From an optimization exercise on the open Yosys and OpenROAD flow, aimed at small area, a short achievable clock period and few clock cycles per item; shortcuts taken in it are not production practice.
Function was checked by simulation only, so behaviour that the tests miss may differ from the original.

==> umber <==
## ysyx_041461_MUL
module ysyx_041461_MUL(
    input  wire   [0:0]  clk             ,
    input  wire   [0:0]  rst             ,
    input  wire   [0:0]  MUL_valid_in    ,
    input  wire   [1:0]  MUL_signed      ,
    input  wire   [63:0] MUL_multiplicand,
    input  wire   [63:0] MUL_multiplier  ,
    output wire   [0:0]  MUL_valid_out   ,
    output wire   [63:0] MUL_result_hi   ,
    output wire   [63:0] MUL_result_lo
);
reg        idle;
reg [10:1] ph;
always @(posedge clk or posedge rst) begin
    if (rst) begin
        idle <= 1'b1;
        ph   <= 10'b0;
    end else begin
        idle <= (idle & ~MUL_valid_in) | ph[10];
        ph   <= {ph[9:1], idle & MUL_valid_in};
    end
end
assign MUL_valid_out = ph[10];
wire [0:0] first;
assign first[0] = ph[1];
wire m01_in = ~MUL_signed[1] & MUL_signed[0];
reg [64:0] X;
reg        m01_r, ext_r, b0_r;
always @(posedge clk) begin
    X     <= {MUL_signed[1] & MUL_multiplicand[63], MUL_multiplicand};
    m01_r <= m01_in;
    b0_r  <= MUL_multiplier[0] & ~m01_in;
    ext_r <= MUL_signed[1] & MUL_signed[0] & MUL_multiplier[63];
end
reg [63:0] Q;
wire [7:0] chunk;
always @(posedge clk) begin
    Q <= {chunk, Q[63:8]};
end
wire [8:0] win_in = {MUL_multiplier[8:1], 1'b0};
wire [64:0] Bx = {MUL_signed[1] & MUL_signed[0] & MUL_multiplier[63], MUL_multiplier};
wire [8:0] win    = ({9{idle}} & win_in) |
                     ({9{ph[1]}} & Bx[16:8]) |
                     ({9{ph[2]}} & Bx[24:16]) |
                     ({9{ph[3]}} & Bx[32:24]) |
                     ({9{ph[4]}} & Bx[40:32]) |
                     ({9{ph[5]}} & Bx[48:40]) |
                     ({9{ph[6]}} & Bx[56:48]) |
                     ({9{ph[7]}} & Bx[64:56]);
wire       mz     = m01_in;
  ...
Settings: LEC_CHECK=0, ABC_AREA=1, CAP_MARGIN=20, CELL_PAD_IN_SITES_DETAIL_PLACEMENT=1, CELL_PAD_IN_SITES_GLOBAL_PLACEMENT=2, CORE_MARGIN=2, CORE_UTILIZATION=30, CTS_CLUSTER_DIAMETER=100, CTS_CLUSTER_SIZE=25, SETUP_SLACK_MARGIN=5, SLEW_MARGIN=20, SYNTH_HIERARCHICAL=1; clock period 8.0 ns.
run.sh (not shown) runs the stock make flow with config.mk's settings and CLKGATE_MAP_FILE= SYNTH_SCRIPT=/design/flow/synth_recipe.tcl, a recipe that flattens the netlist after the stock synthesis.
==> inputs of raven, as changes to umber <==
--- a/flow/config.mk
+++ b/flow/config.mk
@@ -6,5 +6,5 @@
 export NUM_CORES = 4
 export LEC_CHECK = 0
-export ABC_AREA = 1
+export ABC_CLOCK_PERIOD_IN_PS = 2000
 export CAP_MARGIN = 20
 export CELL_PAD_IN_SITES_DETAIL_PLACEMENT = 1
==> results by group <==
GRT
  • First-pass GRT wire length: approximately 120 mm

Layout
  • Clock network area share: between 3 and 4%
  • Final non-filler cell total: between 3000 and 4000
  • Multi-input gate area: about 15000 um^2
  • Non-clock buffering overhead: 10.1%
  • NumNets Final: approximately 2700

Timing
  • Setup ws final: between 5 and 6 ns

Routing
  • Met2 routed WL: between 40 and 50 mm
  • Via count: 16667
  • Via density: just over 5

Synth
  • Mean Syn Cell Area: around 11 um^2

Run status
  • Status: timing/DRC/antenna clean

Clocking
  • Post-CTS Resized: between 150 and 200
the above is filed under raven

==> results by group <==
Run status
  • Status: timing/DRC/antenna clean

Layout
  • NumNets Final: between 3000 and 4000
  • Non-clock buffering overhead: a little over a tenth
  • Final non-filler cell total: roughly 3600
  • Clock network area share: 3.20%

Synth
  • Mean Syn Cell Area: around 10 um^2

Routing
  • Via count: approximately 18000
  • Via density: between 4 and 5
  • Met2 routed WL: roughly 40 mm

Clocking
  • Post-CTS Resized: between 150 and 200

GRT
  • First-pass GRT wire length: around 130 mm
the above is filed under umber

Testbench counts of umber, summed over its fixed seeds: cycles 26,400, items 2,400.
Testbench counts of raven, summed over its fixed seeds: cycles 26,400, items 2,400.
